This is an optimization exercise on Yosys and OpenROAD, whose aim is small area, a short achievable clock period and few clock cycles per item, not a production implementation.
The RTL was checked by simulation tests, not by an equivalence proof against the original design.
The clock port is modelled as an ideal driver; clocking choices that lean on that would not hold on a real chip.
Power is estimated from default activity; no workload was simulated.

==> flow/design.v, too long to show whole: its modules and the start of the top module <==
// module shift_add_multiplier: 1211 lines
module shift_add_multiplier #(
    parameter OPERAND_WIDTH = 16
) (
    input logic i_clk,
    input logic i_reset,
    input logic i_operands_valid,
    input logic [OPERAND_WIDTH-1:0] i_operand_a,
    input logic [OPERAND_WIDTH-1:0] i_operand_b,
    output logic o_result_valid,
    output logic [OPERAND_WIDTH*2-1:0] o_result
);
  // ...
==> flow/flow/run.sh <==
#!/bin/bash
# Own layout flow: the standard flow (standard.sh, unchanged synthesis and
# steps), with the port buffers made of sky130_fd_sc_hd__buf_2 cells instead of
# the delay cells buffer_ports picks by default.
set -euo pipefail
bash standard.sh "BUFFER_PORTS_ARGS=-buffer_cell sky130_fd_sc_hd__buf_2" finish > standard_flow.log 2>&1
==> flow/standard.sh <==
#!/bin/bash
# synth_recipe.tcl (not shown) runs the flow's synth.tcl, then flattens the netlist and writes it again
# the make line also repeats each setting of config.mk as NAME=value (left out here)
make -C /OpenROAD-flow-scripts/flow DESIGN_CONFIG=/design/flow/config.mk WORK_HOME=/design/flow/orfs CLKGATE_MAP_FILE= SYNTH_SCRIPT=/design/flow/synth_recipe.tcl "${@:-finish}"
==> flow/config.mk <==
export PLATFORM = sky130hd
export DESIGN_NAME = shift_add_multiplier
export DESIGN_NICKNAME = shift_add_multiplier
export VERILOG_FILES = /design/flow/design.v
export SDC_FILE = /design/flow/constraint.sdc
export NUM_CORES = 4
export LEC_CHECK = 0
export CAP_MARGIN = 20
export CORE_MARGIN = 2
export CORE_UTILIZATION = 60
export PLACE_DENSITY = 0.7
export SETUP_SLACK_MARGIN = 3.3
export SLEW_MARGIN = 20
export TNS_END_PERCENT = 0
==> flow/constraint.sdc <==
create_clock -name core_clock -period 5.5 [get_ports {i_clk}]
set_input_delay 1.1000 -clock core_clock [delete_from_list [all_inputs] [get_ports {i_clk}]]
set_output_delay 1.1000 -clock core_clock [all_outputs]
set_load 0.01 [all_outputs]
==> impl_metrics.csv, run 1 <==
group,metric,value,unit
run_status,status,"no timing/DRC/antenna violations",
drt,met1_length,11.81,mm
die,placementRows,49,
min_path,hp-start,"v0_q$_SDFF_PP0_",
place,place_area,11150,sq um
place,dp_slack,2.280,ns
grt,antenna_found_initial,0,
pwr,p_per_area,690.9,nW/um^2
logic_synthesis,synth_top_family_by_area,"XOR/XNOR gates",
cts,cts_setup_buffers,7,
timing,finalCritPeriodShare,0.5112,
timing,fin_skew,0.01284,ns
worst_setup_path,crit_chain,"maj3_2, maj3_2, ha_4, nand2_2, or3_4, or4_4, o21a_1, buf_4, xnor2_1",
grt,busiest_layer,"met2",
worst_setup_path,crit_family,"simple AND/OR/NAND/NOR gates",
worst_setup_path,critPathLaunch,"m_q[31]$_DFF_P_",
pwr,ir_drop,597.0,uV
pwr,p_sw_frac,0.4336,
grt,grtUsageMet2,0.3956,
logic_synthesis,synth_compound_area_frac,0.1718,
worst_setup_path,r2r_slack,2.69,ns
die,ioPinCount,68,
drt,drc,0,
grt,track_usage,0.2687,
logic_synthesis,ys_types,64,
cts,clockBufferDepth,2,
die,n_tap_cell,229,
drt,wl_per_cell,17.94,um
logic_synthesis,synthXorXnorAreaFrac,0.2440,
timing,finalHoldViolCount,0,
worst_setup_path,path_buf_inv,1,
Testbench counts, summed over its fixed seeds: cycles 40,012, items 40,000.
==> run 2: changes to the inputs <==
--- a/flow/design.v
+++ b/flow/design.v
@@ -1201,12 +1201,433 @@
   assign rx[28] = hc27_444;
   assign ry[28] = hs28_445;
   assign rx[29] = hc28_446;
   assign ry[29] = hs29_447;
   assign rx[30] = hc29_448;
   assign ry[30] = hs30_449;
   assign rx[31] = hc30_450;
   assign ry[31] = hs31_451;
-  assign p_d = rx + ry;
+  logic [31:0] ag, ap;
+  assign ag = rx & ry;
+  assign ap = rx ^ ry;
+  logic pg1_1, pp1_1;
+  assign pg1_1 = ag[1] | (ap[1] & ag[0]);
+  assign pp1_1 = ap[1] & ap[0];
+  logic pg1_2, pp1_2;
+  assign pg1_2 = ag[2] | (ap[2] & ag[1]);
+  assign pp1_2 = ap[2] & ap[1];
+  logic pg1_3, pp1_3;
+  assign pg1_3 = ag[3] | (ap[3] & ag[2]);
+  assign pp1_3 = ap[3] & ap[2];
+  logic pg1_4, pp1_4;
+  assign pg1_4 = ag[4] | (ap[4] & ag[3]);
+  assign pp1_4 = ap[4] & ap[3];
+  logic pg1_5, pp1_5;
+  assign pg1_5 = ag[5] | (ap[5] & ag[4]);
+  assign pp1_5 = ap[5] & ap[4];
+  logic pg1_6, pp1_6;
+  assign pg1_6 = ag[6] | (ap[6] & ag[5]);
+  assign pp1_6 = ap[6] & ap[5];
+  logic pg1_7, pp1_7;
+  assign pg1_7 = ag[7] | (ap[7] & ag[6]);
+  assign pp1_7 = ap[7] & ap[6];
+  logic pg1_8, pp1_8;
+  assign pg1_8 = ag[8] | (ap[8] & ag[7]);
+  assign pp1_8 = ap[8] & ap[7];
+  logic pg1_9, pp1_9;
+  assign pg1_9 = ag[9] | (ap[9] & ag[8]);
+  assign pp1_9 = ap[9] & ap[8];
+  logic pg1_10, pp1_10;
+  assign pg1_10 = ag[10] | (ap[10] & ag[9]);
+  assign pp1_10 = ap[10] & ap[9];
+  logic pg1_11, pp1_11;
+  assign pg1_11 = ag[11] | (ap[11] & ag[10]);
+  assign pp1_11 = ap[11] & ap[10];
+  logic pg1_12, pp1_12;
+  assign pg1_12 = ag[12] | (ap[12] & ag[11]);
+  assign pp1_12 = ap[12] & ap[11];
+  logic pg1_13, pp1_13;
+  assign pg1_13 = ag[13] | (ap[13] & ag[12]);
+  assign pp1_13 = ap[13] & ap[12];
+  logic pg1_14, pp1_14;
+  assign pg1_14 = ag[14] | (ap[14] & ag[13]);
+  assign pp1_14 = ap[14] & ap[13];
+  logic pg1_15, pp1_15;
+  assign pg1_15 = ag[15] | (ap[15] & ag[14]);
+  assign pp1_15 = ap[15] & ap[14];
+  logic pg1_16, pp1_16;
+  assign pg1_16 = ag[16] | (ap[16] & ag[15]);
+  assign pp1_16 = ap[16] & ap[15];
+  logic pg1_17, pp1_17;
+  assign pg1_17 = ag[17] | (ap[17] & ag[16]);
+  assign pp1_17 = ap[17] & ap[16];
+  logic pg1_18, pp1_18;
+  assign pg1_18 = ag[18] | (ap[18] & ag[17]);
+  assign pp1_18 = ap[18] & ap[17];
+  logic pg1_19, pp1_19;
+  assign pg1_19 = ag[19] | (ap[19] & ag[18]);
+  assign pp1_19 = ap[19] & ap[18];
+  logic pg1_20, pp1_20;
+  assign pg1_20 = ag[20] | (ap[20] & ag[19]);
+  assign pp1_20 = ap[20] & ap[19];
+  logic pg1_21, pp1_21;
+  assign pg1_21 = ag[21] | (ap[21] & ag[20]);
+  assign pp1_21 = ap[21] & ap[20];
+  logic pg1_22, pp1_22;
+  assign pg1_22 = ag[22] | (ap[22] & ag[21]);
+  assign pp1_22 = ap[22] & ap[21];
+  logic pg1_23, pp1_23;
+  assign pg1_23 = ag[23] | (ap[23] & ag[22]);
+  assign pp1_23 = ap[23] & ap[22];
+  logic pg1_24, pp1_24;
+  assign pg1_24 = ag[24] | (ap[24] & ag[23]);
+  assign pp1_24 = ap[24] & ap[23];
+  logic pg1_25, pp1_25;
+  assign pg1_25 = ag[25] | (ap[25] & ag[24]);
+  assign pp1_25 = ap[25] & ap[24];
+  logic pg1_26, pp1_26;
+  assign pg1_26 = ag[26] | (ap[26] & ag[25]);
+  assign pp1_26 = ap[26] & ap[25];
+  logic pg1_27, pp1_27;
+  assign pg1_27 = ag[27] | (ap[27] & ag[26]);
+  assign pp1_27 = ap[27] & ap[26];
+  logic pg1_28, pp1_28;
+  assign pg1_28 = ag[28] | (ap[28] & ag[27]);
+  assign pp1_28 = ap[28] & ap[27];
+  logic pg1_29, pp1_29;
+  assign pg1_29 = ag[29] | (ap[29] & ag[28]);
+  assign pp1_29 = ap[29] & ap[28];
+  logic pg1_30, pp1_30;
+  assign pg1_30 = ag[30] | (ap[30] & ag[29]);
+  assign pp1_30 = ap[30] & ap[29];
+  logic pg1_31, pp1_31;
+  assign pg1_31 = ag[31] | (ap[31] & ag[30]);
+  assign pp1_31 = ap[31] & ap[30];
+  logic pg2_2, pp2_2;
+  assign pg2_2 = pg1_2 | (pp1_2 & ag[0]);
+  assign pp2_2 = pp1_2 & ap[0];
+  logic pg2_3, pp2_3;
+  assign pg2_3 = pg1_3 | (pp1_3 & pg1_1);
+  assign pp2_3 = pp1_3 & pp1_1;
+  logic pg2_4, pp2_4;
+  assign pg2_4 = pg1_4 | (pp1_4 & pg1_2);
+  assign pp2_4 = pp1_4 & pp1_2;
+  logic pg2_5, pp2_5;
+  assign pg2_5 = pg1_5 | (pp1_5 & pg1_3);
+  assign pp2_5 = pp1_5 & pp1_3;
+  logic pg2_6, pp2_6;
+  assign pg2_6 = pg1_6 | (pp1_6 & pg1_4);
+  assign pp2_6 = pp1_6 & pp1_4;
+  logic pg2_7, pp2_7;
+  assign pg2_7 = pg1_7 | (pp1_7 & pg1_5);
+  assign pp2_7 = pp1_7 & pp1_5;
+  logic pg2_8, pp2_8;
+  assign pg2_8 = pg1_8 | (pp1_8 & pg1_6);
+  assign pp2_8 = pp1_8 & pp1_6;
+  logic pg2_9, pp2_9;
+  assign pg2_9 = pg1_9 | (pp1_9 & pg1_7);
+  assign pp2_9 = pp1_9 & pp1_7;
+  logic pg2_10, pp2_10;
+  assign pg2_10 = pg1_10 | (pp1_10 & pg1_8);
+  assign pp2_10 = pp1_10 & pp1_8;
+  logic pg2_11, pp2_11;
+  assign pg2_11 = pg1_11 | (pp1_11 & pg1_9);
+  assign pp2_11 = pp1_11 & pp1_9;
+  logic pg2_12, pp2_12;
+  assign pg2_12 = pg1_12 | (pp1_12 & pg1_10);
+  assign pp2_12 = pp1_12 & pp1_10;
+  logic pg2_13, pp2_13;
+  assign pg2_13 = pg1_13 | (pp1_13 & pg1_11);
+  assign pp2_13 = pp1_13 & pp1_11;
+  logic pg2_14, pp2_14;
+  assign pg2_14 = pg1_14 | (pp1_14 & pg1_12);
+  assign pp2_14 = pp1_14 & pp1_12;
+  logic pg2_15, pp2_15;
+  assign pg2_15 = pg1_15 | (pp1_15 & pg1_13);
+  assign pp2_15 = pp1_15 & pp1_13;
+  logic pg2_16, pp2_16;
+  assign pg2_16 = pg1_16 | (pp1_16 & pg1_14);
+  assign pp2_16 = pp1_16 & pp1_14;
+  logic pg2_17, pp2_17;
+  assign pg2_17 = pg1_17 | (pp1_17 & pg1_15);
+  assign pp2_17 = pp1_17 & pp1_15;
+  logic pg2_18, pp2_18;
+  assign pg2_18 = pg1_18 | (pp1_18 & pg1_16);
+  assign pp2_18 = pp1_18 & pp1_16;
+  logic pg2_19, pp2_19;
+  assign pg2_19 = pg1_19 | (pp1_19 & pg1_17);
+  assign pp2_19 = pp1_19 & pp1_17;
+  logic pg2_20, pp2_20;
+  assign pg2_20 = pg1_20 | (pp1_20 & pg1_18);
+  assign pp2_20 = pp1_20 & pp1_18;
+  logic pg2_21, pp2_21;
+  assign pg2_21 = pg1_21 | (pp1_21 & pg1_19);
+  assign pp2_21 = pp1_21 & pp1_19;
+  logic pg2_22, pp2_22;
+  assign pg2_22 = pg1_22 | (pp1_22 & pg1_20);
+  assign pp2_22 = pp1_22 & pp1_20;
+  logic pg2_23, pp2_23;
+  assign pg2_23 = pg1_23 | (pp1_23 & pg1_21);
+  assign pp2_23 = pp1_23 & pp1_21;
+  logic pg2_24, pp2_24;
+  assign pg2_24 = pg1_24 | (pp1_24 & pg1_22);
+  assign pp2_24 = pp1_24 & pp1_22;
+  logic pg2_25, pp2_25;
+  assign pg2_25 = pg1_25 | (pp1_25 & pg1_23);
+  assign pp2_25 = pp1_25 & pp1_23;
+  logic pg2_26, pp2_26;
+  assign pg2_26 = pg1_26 | (pp1_26 & pg1_24);
+  assign pp2_26 = pp1_26 & pp1_24;
+  logic pg2_27, pp2_27;
+  assign pg2_27 = pg1_27 | (pp1_27 & pg1_25);
+  assign pp2_27 = pp1_27 & pp1_25;
+  logic pg2_28, pp2_28;
+  assign pg2_28 = pg1_28 | (pp1_28 & pg1_26);
+  assign pp2_28 = pp1_28 & pp1_26;
+  logic pg2_29, pp2_29;
+  assign pg2_29 = pg1_29 | (pp1_29 & pg1_27);
+  assign pp2_29 = pp1_29 & pp1_27;
+  logic pg2_30, pp2_30;
+  assign pg2_30 = pg1_30 | (pp1_30 & pg1_28);
+  assign pp2_30 = pp1_30 & pp1_28;
+  logic pg2_31, pp2_31;
+  assign pg2_31 = pg1_31 | (pp1_31 & pg1_29);
+  assign pp2_31 = pp1_31 & pp1_29;
+  logic pg3_4, pp3_4;
+  assign pg3_4 = pg2_4 | (pp2_4 & ag[0]);
+  assign pp3_4 = pp2_4 & ap[0];
+  logic pg3_5, pp3_5;
+  assign pg3_5 = pg2_5 | (pp2_5 & pg1_1);
+  assign pp3_5 = pp2_5 & pp1_1;
+  logic pg3_6, pp3_6;
+  assign pg3_6 = pg2_6 | (pp2_6 & pg2_2);
+  assign pp3_6 = pp2_6 & pp2_2;
+  logic pg3_7, pp3_7;
+  assign pg3_7 = pg2_7 | (pp2_7 & pg2_3);
+  assign pp3_7 = pp2_7 & pp2_3;
+  logic pg3_8, pp3_8;
+  assign pg3_8 = pg2_8 | (pp2_8 & pg2_4);
+  assign pp3_8 = pp2_8 & pp2_4;
+  logic pg3_9, pp3_9;
+  assign pg3_9 = pg2_9 | (pp2_9 & pg2_5);
+  assign pp3_9 = pp2_9 & pp2_5;
+  logic pg3_10, pp3_10;
+  assign pg3_10 = pg2_10 | (pp2_10 & pg2_6);
+  assign pp3_10 = pp2_10 & pp2_6;
+  logic pg3_11, pp3_11;
+  assign pg3_11 = pg2_11 | (pp2_11 & pg2_7);
+  assign pp3_11 = pp2_11 & pp2_7;
+  logic pg3_12, pp3_12;
+  assign pg3_12 = pg2_12 | (pp2_12 & pg2_8);
+  assign pp3_12 = pp2_12 & pp2_8;
+  logic pg3_13, pp3_13;
+  assign pg3_13 = pg2_13 | (pp2_13 & pg2_9);
+  assign pp3_13 = pp2_13 & pp2_9;
+  logic pg3_14, pp3_14;
+  assign pg3_14 = pg2_14 | (pp2_14 & pg2_10);
+  assign pp3_14 = pp2_14 & pp2_10;
+  logic pg3_15, pp3_15;
+  assign pg3_15 = pg2_15 | (pp2_15 & pg2_11);
+  assign pp3_15 = pp2_15 & pp2_11;
+  logic pg3_16, pp3_16;
+  assign pg3_16 = pg2_16 | (pp2_16 & pg2_12);
+  assign pp3_16 = pp2_16 & pp2_12;
+  logic pg3_17, pp3_17;
+  assign pg3_17 = pg2_17 | (pp2_17 & pg2_13);
+  assign pp3_17 = pp2_17 & pp2_13;
+  logic pg3_18, pp3_18;
+  assign pg3_18 = pg2_18 | (pp2_18 & pg2_14);
+  assign pp3_18 = pp2_18 & pp2_14;
+  logic pg3_19, pp3_19;
+  assign pg3_19 = pg2_19 | (pp2_19 & pg2_15);
+  assign pp3_19 = pp2_19 & pp2_15;
+  logic pg3_20, pp3_20;
+  assign pg3_20 = pg2_20 | (pp2_20 & pg2_16);
+  assign pp3_20 = pp2_20 & pp2_16;
+  logic pg3_21, pp3_21;
+  assign pg3_21 = pg2_21 | (pp2_21 & pg2_17);
+  assign pp3_21 = pp2_21 & pp2_17;
+  logic pg3_22, pp3_22;
+  assign pg3_22 = pg2_22 | (pp2_22 & pg2_18);
+  assign pp3_22 = pp2_22 & pp2_18;
+  logic pg3_23, pp3_23;
+  assign pg3_23 = pg2_23 | (pp2_23 & pg2_19);
+  assign pp3_23 = pp2_23 & pp2_19;
+  logic pg3_24, pp3_24;
+  assign pg3_24 = pg2_24 | (pp2_24 & pg2_20);
+  assign pp3_24 = pp2_24 & pp2_20;
+  logic pg3_25, pp3_25;
+  assign pg3_25 = pg2_25 | (pp2_25 & pg2_21);
+  assign pp3_25 = pp2_25 & pp2_21;
+  logic pg3_26, pp3_26;
+  assign pg3_26 = pg2_26 | (pp2_26 & pg2_22);
+  assign pp3_26 = pp2_26 & pp2_22;
+  logic pg3_27, pp3_27;
+  assign pg3_27 = pg2_27 | (pp2_27 & pg2_23);
+  assign pp3_27 = pp2_27 & pp2_23;
+  logic pg3_28, pp3_28;
+  assign pg3_28 = pg2_28 | (pp2_28 & pg2_24);
+  assign pp3_28 = pp2_28 & pp2_24;
+  logic pg3_29, pp3_29;
+  assign pg3_29 = pg2_29 | (pp2_29 & pg2_25);
+  assign pp3_29 = pp2_29 & pp2_25;
+  logic pg3_30, pp3_30;
+  assign pg3_30 = pg2_30 | (pp2_30 & pg2_26);
+  assign pp3_30 = pp2_30 & pp2_26;
+  logic pg3_31, pp3_31;
+  assign pg3_31 = pg2_31 | (pp2_31 & pg2_27);
+  assign pp3_31 = pp2_31 & pp2_27;
+  logic pg4_8, pp4_8;
+  assign pg4_8 = pg3_8 | (pp3_8 & ag[0]);
+  assign pp4_8 = pp3_8 & ap[0];
+  logic pg4_9, pp4_9;
+  assign pg4_9 = pg3_9 | (pp3_9 & pg1_1);
+  assign pp4_9 = pp3_9 & pp1_1;
+  logic pg4_10, pp4_10;
+  assign pg4_10 = pg3_10 | (pp3_10 & pg2_2);
+  assign pp4_10 = pp3_10 & pp2_2;
+  logic pg4_11, pp4_11;
+  assign pg4_11 = pg3_11 | (pp3_11 & pg2_3);
+  assign pp4_11 = pp3_11 & pp2_3;
+  logic pg4_12, pp4_12;
+  assign pg4_12 = pg3_12 | (pp3_12 & pg3_4);
+  assign pp4_12 = pp3_12 & pp3_4;
+  logic pg4_13, pp4_13;
+  assign pg4_13 = pg3_13 | (pp3_13 & pg3_5);
+  assign pp4_13 = pp3_13 & pp3_5;
+  logic pg4_14, pp4_14;
+  assign pg4_14 = pg3_14 | (pp3_14 & pg3_6);
+  assign pp4_14 = pp3_14 & pp3_6;
+  logic pg4_15, pp4_15;
+  assign pg4_15 = pg3_15 | (pp3_15 & pg3_7);
+  assign pp4_15 = pp3_15 & pp3_7;
+  logic pg4_16, pp4_16;
+  assign pg4_16 = pg3_16 | (pp3_16 & pg3_8);
+  assign pp4_16 = pp3_16 & pp3_8;
+  logic pg4_17, pp4_17;
+  assign pg4_17 = pg3_17 | (pp3_17 & pg3_9);
+  assign pp4_17 = pp3_17 & pp3_9;
+  logic pg4_18, pp4_18;
+  assign pg4_18 = pg3_18 | (pp3_18 & pg3_10);
+  assign pp4_18 = pp3_18 & pp3_10;
+  logic pg4_19, pp4_19;
+  assign pg4_19 = pg3_19 | (pp3_19 & pg3_11);
+  assign pp4_19 = pp3_19 & pp3_11;
+  logic pg4_20, pp4_20;
+  assign pg4_20 = pg3_20 | (pp3_20 & pg3_12);
+  assign pp4_20 = pp3_20 & pp3_12;
+  logic pg4_21, pp4_21;
+  assign pg4_21 = pg3_21 | (pp3_21 & pg3_13);
+  assign pp4_21 = pp3_21 & pp3_13;
+  logic pg4_22, pp4_22;
+  assign pg4_22 = pg3_22 | (pp3_22 & pg3_14);
+  assign pp4_22 = pp3_22 & pp3_14;
+  logic pg4_23, pp4_23;
+  assign pg4_23 = pg3_23 | (pp3_23 & pg3_15);
+  assign pp4_23 = pp3_23 & pp3_15;
+  logic pg4_24, pp4_24;
+  assign pg4_24 = pg3_24 | (pp3_24 & pg3_16);
+  assign pp4_24 = pp3_24 & pp3_16;
+  logic pg4_25, pp4_25;
+  assign pg4_25 = pg3_25 | (pp3_25 & pg3_17);
+  assign pp4_25 = pp3_25 & pp3_17;
+  logic pg4_26, pp4_26;
+  assign pg4_26 = pg3_26 | (pp3_26 & pg3_18);
+  assign pp4_26 = pp3_26 & pp3_18;
+  logic pg4_27, pp4_27;
+  assign pg4_27 = pg3_27 | (pp3_27 & pg3_19);
+  assign pp4_27 = pp3_27 & pp3_19;
+  logic pg4_28, pp4_28;
+  assign pg4_28 = pg3_28 | (pp3_28 & pg3_20);
+  assign pp4_28 = pp3_28 & pp3_20;
+  logic pg4_29, pp4_29;
+  assign pg4_29 = pg3_29 | (pp3_29 & pg3_21);
+  assign pp4_29 = pp3_29 & pp3_21;
+  logic pg4_30, pp4_30;
+  assign pg4_30 = pg3_30 | (pp3_30 & pg3_22);
+  assign pp4_30 = pp3_30 & pp3_22;
+  logic pg4_31, pp4_31;
+  assign pg4_31 = pg3_31 | (pp3_31 & pg3_23);
+  assign pp4_31 = pp3_31 & pp3_23;
+  logic pg5_16, pp5_16;
+  assign pg5_16 = pg4_16 | (pp4_16 & ag[0]);
+  assign pp5_16 = pp4_16 & ap[0];
+  logic pg5_17, pp5_17;
+  assign pg5_17 = pg4_17 | (pp4_17 & pg1_1);
+  assign pp5_17 = pp4_17 & pp1_1;
+  logic pg5_18, pp5_18;
+  assign pg5_18 = pg4_18 | (pp4_18 & pg2_2);
+  assign pp5_18 = pp4_18 & pp2_2;
+  logic pg5_19, pp5_19;
+  assign pg5_19 = pg4_19 | (pp4_19 & pg2_3);
+  assign pp5_19 = pp4_19 & pp2_3;
+  logic pg5_20, pp5_20;
+  assign pg5_20 = pg4_20 | (pp4_20 & pg3_4);
+  assign pp5_20 = pp4_20 & pp3_4;
+  logic pg5_21, pp5_21;
+  assign pg5_21 = pg4_21 | (pp4_21 & pg3_5);
+  assign pp5_21 = pp4_21 & pp3_5;
+  logic pg5_22, pp5_22;
+  assign pg5_22 = pg4_22 | (pp4_22 & pg3_6);
+  assign pp5_22 = pp4_22 & pp3_6;
+  logic pg5_23, pp5_23;
+  assign pg5_23 = pg4_23 | (pp4_23 & pg3_7);
+  assign pp5_23 = pp4_23 & pp3_7;
+  logic pg5_24, pp5_24;
+  assign pg5_24 = pg4_24 | (pp4_24 & pg4_8);
+  assign pp5_24 = pp4_24 & pp4_8;
+  logic pg5_25, pp5_25;
+  assign pg5_25 = pg4_25 | (pp4_25 & pg4_9);
+  assign pp5_25 = pp4_25 & pp4_9;
+  logic pg5_26, pp5_26;
+  assign pg5_26 = pg4_26 | (pp4_26 & pg4_10);
+  assign pp5_26 = pp4_26 & pp4_10;
+  logic pg5_27, pp5_27;
+  assign pg5_27 = pg4_27 | (pp4_27 & pg4_11);
+  assign pp5_27 = pp4_27 & pp4_11;
+  logic pg5_28, pp5_28;
+  assign pg5_28 = pg4_28 | (pp4_28 & pg4_12);
+  assign pp5_28 = pp4_28 & pp4_12;
+  logic pg5_29, pp5_29;
+  assign pg5_29 = pg4_29 | (pp4_29 & pg4_13);
+  assign pp5_29 = pp4_29 & pp4_13;
+  logic pg5_30, pp5_30;
+  assign pg5_30 = pg4_30 | (pp4_30 & pg4_14);
+  assign pp5_30 = pp4_30 & pp4_14;
+  logic pg5_31, pp5_31;
+  assign pg5_31 = pg4_31 | (pp4_31 & pg4_15);
+  assign pp5_31 = pp4_31 & pp4_15;
+  assign p_d[0] = ap[0];
+  assign p_d[1] = ap[1] ^ ag[0];
+  assign p_d[2] = ap[2] ^ pg1_1;
+  assign p_d[3] = ap[3] ^ pg2_2;
+  assign p_d[4] = ap[4] ^ pg2_3;
+  assign p_d[5] = ap[5] ^ pg3_4;
+  assign p_d[6] = ap[6] ^ pg3_5;
+  assign p_d[7] = ap[7] ^ pg3_6;
+  assign p_d[8] = ap[8] ^ pg3_7;
+  assign p_d[9] = ap[9] ^ pg4_8;
+  assign p_d[10] = ap[10] ^ pg4_9;
+  assign p_d[11] = ap[11] ^ pg4_10;
+  assign p_d[12] = ap[12] ^ pg4_11;
+  assign p_d[13] = ap[13] ^ pg4_12;
+  assign p_d[14] = ap[14] ^ pg4_13;
+  assign p_d[15] = ap[15] ^ pg4_14;
+  assign p_d[16] = ap[16] ^ pg4_15;
+  assign p_d[17] = ap[17] ^ pg5_16;
+  assign p_d[18] = ap[18] ^ pg5_17;
+  assign p_d[19] = ap[19] ^ pg5_18;
+  assign p_d[20] = ap[20] ^ pg5_19;
+  assign p_d[21] = ap[21] ^ pg5_20;
+  assign p_d[22] = ap[22] ^ pg5_21;
+  assign p_d[23] = ap[23] ^ pg5_22;
+  assign p_d[24] = ap[24] ^ pg5_23;
+  assign p_d[25] = ap[25] ^ pg5_24;
+  assign p_d[26] = ap[26] ^ pg5_25;
+  assign p_d[27] = ap[27] ^ pg5_26;
+  assign p_d[28] = ap[28] ^ pg5_27;
+  assign p_d[29] = ap[29] ^ pg5_28;
+  assign p_d[30] = ap[30] ^ pg5_29;
+  assign p_d[31] = ap[31] ^ pg5_30;
   assign o_result = p_q;
   assign o_result_valid = v2_q;
 endmodule
==> flow/flow/run.sh (replaced) <==
#!/bin/bash
# Own layout flow: the standard flow (standard.sh: the standard synthesis
# and ORFS steps unchanged) with these settings:
#  - port buffers are sky130_fd_sc_hd__buf_2 cells instead of the delay cells
#    buffer_ports picks by default;
#  - clock tree: clkbuf_8 buffers and no dummy load cells;
#  - after clock tree synthesis, flow/post_cts.tcl downsizes cells where that
#    leaves the worst setup slack unchanged (area recovery, same logic).
# standard.sh's full output goes to standard_flow.log; ORFS keeps each step's
# log under orfs/logs/.
set -euo pipefail
here=$(pwd)
bash standard.sh \
  "BUFFER_PORTS_ARGS=-buffer_cell sky130_fd_sc_hd__buf_2" \
  "CTS_ARGS=-sink_clustering_enable -repair_clock_nets -dont_use_dummy_load -buf_list sky130_fd_sc_hd__clkbuf_8" \
  "POST_CTS_TCL=$here/flow/post_cts.tcl" \
  finish > standard_flow.log 2>&1
==> flow/flow/post_cts.tcl (new file) <==
# POST_CTS hook: area recovery by downsizing cells whose smaller drive
# strength leaves the worst slack unchanged (see sizer.tcl).
source [file join [file dirname [info script]] sizer.tcl]
set sz_period [get_property [lindex [all_clocks] 0] period]
estimate_parasitics -placement
puts "sizer start: period [format %.3f [expr {$sz_period - [sz_wns]}]] area [format %.0f [sz_area]]"
sz_down 0.05
check_placement -verbose
puts "sizer end: period [format %.3f [expr {$sz_period - [sz_wns]}]] area [format %.0f [sz_area]]"
==> flow/flow/sizer.tcl (new file) <==

proc sz_base {name} {
  regsub {_[0-9]+$} $name "" b
  return $b
}

proc sz_wns {} {
  return [expr {[sta::worst_slack_cmd max] * 1e9}]
}

# replace_cell drops the parasitics of the nets on the cell; estimate them again
proc sz_swap {iname cell} {
  replace_cell $iname $cell
  estimate_parasitics -placement
}

proc sz_area {} {
  return [expr {[rsz::design_area] * 1e12}]
}

# families: base name -> list of lib cell names
global sz_fam sz_area_of
set sz_fam [dict create]
set sz_area_of [dict create]
foreach lc [get_lib_cells *] {
  set n [get_name $lc]
  if {![string match sky130_fd_sc_hd__* $n]} { continue }
  if {[string match *lpflow* $n] || [string match *probe* $n]} { continue }
  dict lappend sz_fam [sz_base $n] $n
  dict set sz_area_of $n [get_property $lc area]
}

proc sz_alts {inst} {
  global sz_fam
  if {[string match clk* [get_full_name $inst]]} { return {} }
  set cur [get_property $inst ref_name]
  set b [sz_base $cur]
  if {![dict exists $sz_fam $b]} { return {} }
  if {[string match *clkbuf* $b] || [string match *clkinv* $b] || [string match *tap* $b] || [string match *fill* $b] || [string match *conb* $b]} { return {} }
  set r {}
  foreach n [dict get $sz_fam $b] { if {$n ne $cur} { lappend r $n } }
  return $r
}

proc sz_cost {period} {
  return [expr {[sz_area] * $period}]
}

proc sz_path_insts {pe} {
  set r {}
  foreach p [get_property $pe points] {
    set pin [get_property $p pin]
    if {[get_property $pin direction] ne "output"} { continue }
    set c [get_cells -quiet -of_objects $pin]
    if {$c eq ""} { continue }
    lappend r [get_full_name $c]
  }
  return [lsort -unique $r]
}

proc sz_endpoint_slack {ep} {
  set pe [find_timing_paths -to $ep -group_path_count 1]
  return [get_property $pe slack]
}

# upsizing along the worst path
proc sz_up {clk_period max_moves} {
  global sz_area_of
  set moves {}
  set best_cost [sz_cost [expr {$clk_period - [sz_wns]}]]
  set best_n 0
  set stall 0
  for {set it 0} {$it < $max_moves} {incr it} {
    set wns [sz_wns]
    set pe [find_timing_paths -group_path_count 1 -sort_by_slack]
    set ep [get_full_name [get_property $pe endpoint]]
    set eps [get_property $pe slack]
    set best {}
    set best_gain 0.0
    foreach iname [sz_path_insts $pe] {
      set inst [get_cells $iname]
      set cur [get_property $inst ref_name]
      foreach alt [sz_alts $inst] {
        sz_swap $iname $alt
        set nw [sz_wns]
        if {$nw >= $wns - 1e-4} {
          set ns [sz_endpoint_slack [get_pins $ep]]
          set da [expr {[dict get $sz_area_of $alt] - [dict get $sz_area_of $cur]}]
          set gain [expr {($ns - $eps) / (abs($da) + 1.0)}]
          if {$ns > $eps + 0.001 && $gain > $best_gain} {
            set best_gain $gain
            set best [list $iname $cur $alt]
          }
        }
        sz_swap $iname $cur
      }
    }
    if {$best eq {}} { break }
    sz_swap [lindex $best 0] [lindex $best 2]
    lappend moves $best
    set c [sz_cost [expr {$clk_period - [sz_wns]}]]
    if {$c < $best_cost - 1e-6} {
      set best_cost $c
      set best_n [llength $moves]
    }
  }
  # undo the moves after the best point
  for {set i [expr {[llength $moves] - 1}]} {$i >= $best_n} {incr i -1} {
    set m [lindex $moves $i]
    sz_swap [lindex $m 0] [lindex $m 1]
  }
  puts "sizer up: [llength $moves] moves tried, kept $best_n, period [format %.3f [expr {$clk_period - [sz_wns]}]] area [format %.0f [sz_area]]"
}

# downsizing cells whose change leaves the worst slack as it is
proc sz_through_slack {iname} {
  set pins [get_pins -quiet -of_objects [get_cells $iname] -filter "direction==output"]
  if {$pins eq ""} { return 1e9 }
  set pe [find_timing_paths -through $pins -group_path_count 1]
  if {$pe eq ""} { return 1e9 }
  return [get_property $pe slack]
}

proc sz_down {{guard 0.05}} {
  global sz_area_of
  set wns [sz_wns]
  set n 0
  set insts {}
  foreach inst [get_cells *] {
    if {[sz_alts $inst] eq {}} { continue }
    lappend insts [get_full_name $inst]
  }
  foreach iname $insts {
    set inst [get_cells $iname]
    set cur [get_property $inst ref_name]
    set ca [dict get $sz_area_of $cur]
    # smaller alternatives, smallest first
    set cands {}
    foreach alt [sz_alts $inst] {
      set a [dict get $sz_area_of $alt]
      if {$a < $ca} { lappend cands [list $a $alt] }
    }
    foreach c [lsort -real -index 0 $cands] {
      set alt [lindex $c 1]
      sz_swap $iname $alt
      if {[sz_wns] >= $wns - 1e-4 && [sz_through_slack $iname] >= $wns + $guard} {
        incr n
        break
      }
      sz_swap $iname $cur
    }
  }
  puts "sizer down: $n cells downsized, area [format %.0f [sz_area]]"
}
==> impl_metrics.csv, run 2 <==
group,metric,value,unit
timing,drv_slew,0,
layout,layout.nets,1318,
run_status,status,"no timing/DRC/antenna violations",
layout,nFillCells,1534,
drt,drc,0,
pwr,cellLeakagePower,4.397,nW
min_path,hp-start,"v0_q$_SDFF_PP0_",
logic_synthesis,syn-num-nets,1299,
place,dpl.hpwl,17.38,mm
worst_setup_path,timing.rr.end,"p_q[30]$_DFF_P_",
pwr,ir_drop,490.4,uV
worst_setup_path,cp.arrival,2.99,ns
worst_setup_path,path_buf_inv,0,
grt,antenna_found_initial,0,
worst_setup_path,slowest_stage,"maj3_2",
worst_setup_path,crit_family,"adder cells",
drt,drtAntennaViolNets,0,
layout,largest_reg_flops,71,
layout,final_cell_mix,"239 x xnor2_1, 123 x a22oi_1, 108 x dfxtp_1",
grt,grt_pass1_vias,7555,
logic_synthesis,synth_commonest_cells,"243 x xnor2_1, 146 x dfxtp_1, 122 x a22oi_1, 73 x nand2_1, 64 x ha_1",
cts,clk_pin_slew,0.08,ns
logic_synthesis,synth_top_area_frac,0.2712,
layout,largest_registers,"m_q: 71 flops, p_q: 32 flops, a_q: 16 flops",
timing,final.min_clock_period,2.647,ns
timing,fin_setup_tns,0,ns
worst_setup_path,crit_path_end_kind,"register",
worst_setup_path,crit_type,"reg2reg",
worst_setup_path,r2r_start,"m_q[31]$_DFF_P_",
logic_synthesis,ys_warn_count,1,
die,coreArea,17780,sq um
timing,max_freq,377.8,MHz
timing,setup_violations,0,
worst_setup_path,cpMostUsedCell,"maj3_2",
layout,stdcell_count,1412,
drt,routed_wirelength,23.80,mm
timing,rsz0062_at_grt,"true",
grt,track_usage,0.2531,
worst_setup_path,crit_required,5.84,ns
logic_synthesis,synth_seq_cells,146,
layout,regArea,3040,sq um
worst_setup_path,reg2regPathDepth,11,
worst_setup_path,crit_path_start_kind,"register",
logic_synthesis,synth.avg_cell_area,9.241,sq um
die,ioPinCount,68,
drt,viasPerCell,5.739,
logic_synthesis,synth_top_area_cell,"dfxtp_1",
die,fp.dieH,138.0,um
place,placement.io_buffers,67,
timing,worst_pin_slew,0.6389,ns
job,maxCapViolCount,0,
cts,clock-sinks,146,
layout,num_antenna_cells,0,
die,initial_core_util,0.6061,
pwr,p_per_area,623.9,nW/um^2
min_path,min_delay_worst_endpoint,"v1_q$_SDFF_PP0_",
worst_setup_path,max_stage_delay,0.33,ns
grt,grt_max_degree,27,
logic_synthesis,synth_edf_count,0,
worst_setup_path,crit_chain,"maj3_2, maj3_2, ha_4, a21oi_2, nand2_1, nor2_2, o21ai_2, o311a_1, or2_1, a311oi_2, xnor2_1",
layout,layout_commonest_cell,"xnor2_1",
drt,dr_total_vias,8103,
worst_setup_path,critPathMaxFanout,7,
cts,cts_tree,"done",
die,die_w,138.0,um
logic_synthesis,synthTopCellsByArea,"dfxtp_1 27%, xnor2_1 20%, a22oi_1 8.5%",
layout,regMostFlops,"m_q",
grt,grt_pass1_wl,39.54,mm
layout,multiInputGateArea,7413,sq um
drt,drtPass1Iterations,6,
logic_synthesis,synth_ff_type,"dfxtp_1",
timing,fin_skew,0.02369,ns
min_path,hold_depth,1,
cts,clock_latency,0.46,ns
layout,drive_gt1_frac,0.1014,
die,dieArea,19050,sq um
logic_synthesis,ys_types,65,
place,routabilityCongestion,0.9324,
timing,finalCritPeriodShare,0.4813,
worst_setup_path,r2r_slack,2.85,ns
logic_synthesis,synthesis.area,10780,sq um
place,placed_cells,1380,
timing,slew_headroom,0.5710,
timing,finalHoldViolCount,0,
min_path,hold_path.class,"reg2reg",
grt,overflow,0,
logic_synthesis,syn_inst,1166,
drt,wl_per_cell,16.85,um
die,placementRows,49,
logic_synthesis,ys_seq_area_frac,0.2712,
drt,drt_iter0_drc,699,
logic_synthesis,synthArstFlopShare,0,
logic_synthesis,synth.most_common_cell,"xnor2_1",
layout,syn2layout_area_growth,7.257,%
-- run 2: cell types whose count changed in the layout (fill, tap and decap cells not counted), moves of 15 or more --
cell	previous run	this run
buf_1	0	69
buf_2	67	0
clkbuf_16	17	0
clkbuf_8	2	17
dfxtp_2	29	10
dfxtp_4	11	28
-- run 2: area by class of cell --
| cell class | count | share of cell area |
|---|---|---|
| multi-input cells | 887 | 0.6414 |
| repair buffers | 87 | 0.03551 |
| well taps | 229 | 0.02479 |
| flip-flops and latches | 146 | 0.2631 |
| clock buffers | 17 | 0.02024 |
| inverters | 46 | 0.01494 |
-- run 2: worst max path at each step --
stage / start / endpoint / slack, ns / cells after the start
after detailed placement: a_q[15]$_DFF_P_ / m_q[62]$_DFF_P_ / 2.45 / 9
final: m_q[31]$_DFF_P_ / p_q[30]$_DFF_P_ / 2.85 / 11
after floorplan: m_q[30]$_DFF_P_ / p_q[30]$_DFF_P_ / 2.79 / 12
after global placement: a_q[15]$_DFF_P_ / m_q[62]$_DFF_P_ / 2.51 / 9
after global routing: m_q[31]$_DFF_P_ / p_q[28]$_DFF_P_ / 2.75 / 11
-- run 2: metal layers --
| layer | up-vias | routed length [um] | track usage |
|---|---|---|---|
| met3 | 24 | 2034 | 0.05577 |
| met5 | - | 0 | 0 |
| met4 | 0 | 261 | 0.06391 |
| li1 | 3995 | - | - |
| met2 | 337 | 10200 | 0.3718 |
| met1 | 3747 | 11310 | 0.3777 |
-- run 2: cells by family (layout without fill, tap and decap cells) --
kind of cell | Yosys count | count (layout) | synth area share
buffers and inverters | 133 | 150 | 0.05481
AOI/OAI and AO/OA | 249 | 249 | 0.1614
xor gates and xnor gates | 306 | 306 | 0.2494
DFF | 146 | 146 | 0.2712
adders and majority gates | 143 | 143 | 0.1795
muxes | 4 | 4 | 0.003832
and+or+nand+nor | 185 | 185 | 0.07977
-- run 2: through the flow --
step                      worst slack (ns)  utilization  total power, mW  hold slack, ns  cell area, sq um
final                                2.853       0.6500            7.210          0.4425             11560
after global routing                 2.752       0.6500            7.923          0.4667             11560
after detailed placement             2.447       0.6209            6.350          0.4297             11040
after global placement               2.509       0.6209            6.267          0.4192             11040
after floorplan                      2.786            -            5.584          0.3258             10820
-- run 2: power breakdown --
group	leakage [nW]	internal (mW)	switching, mW	total (mW)
Combinational	3.03	2.25	2.60	4.85
Sequential	1.24	1.51	0.218	1.73
Clock	0.122	0.272	0.359	0.631
Testbench counts of run 2, summed over its fixed seeds: cycles 40,012, items 40,000.

-- separate check: timing with driven ports --
In the flow no input, the clock included, has a driving cell. The finished layouts below were timed again as built, in two steps. Step 1 (the two cells are an assumption about what drives the block):
set clk [get_ports {i_clk}]
set_driving_cell -lib_cell sky130_fd_sc_hd__clkbuf_16 $clk
set_driving_cell -lib_cell sky130_fd_sc_hd__buf_2 [delete_from_list [all_inputs] $clk]
Step 2 moves the port delays by t, midway between the first and last clock arrival at a register: inputs arrive t later, outputs are due t later. That takes back most of the time a late clock gives input paths. Slacks: ideal ports / drivers / drivers and shift; pairs: ideal ports / drivers.
run	t (ns)	setup WS [ns]	latest minus earliest clock arrival (ns)	worst data-port slew with drivers (ns)
run 1	0.476	2.688 / 2.688 / 2.688	0.013 / 0.013	0.03
run 2	0.487	2.853 / 2.853 / 2.853	0.024 / 0.024	0.03
After both steps every run listed still meets setup and hold.
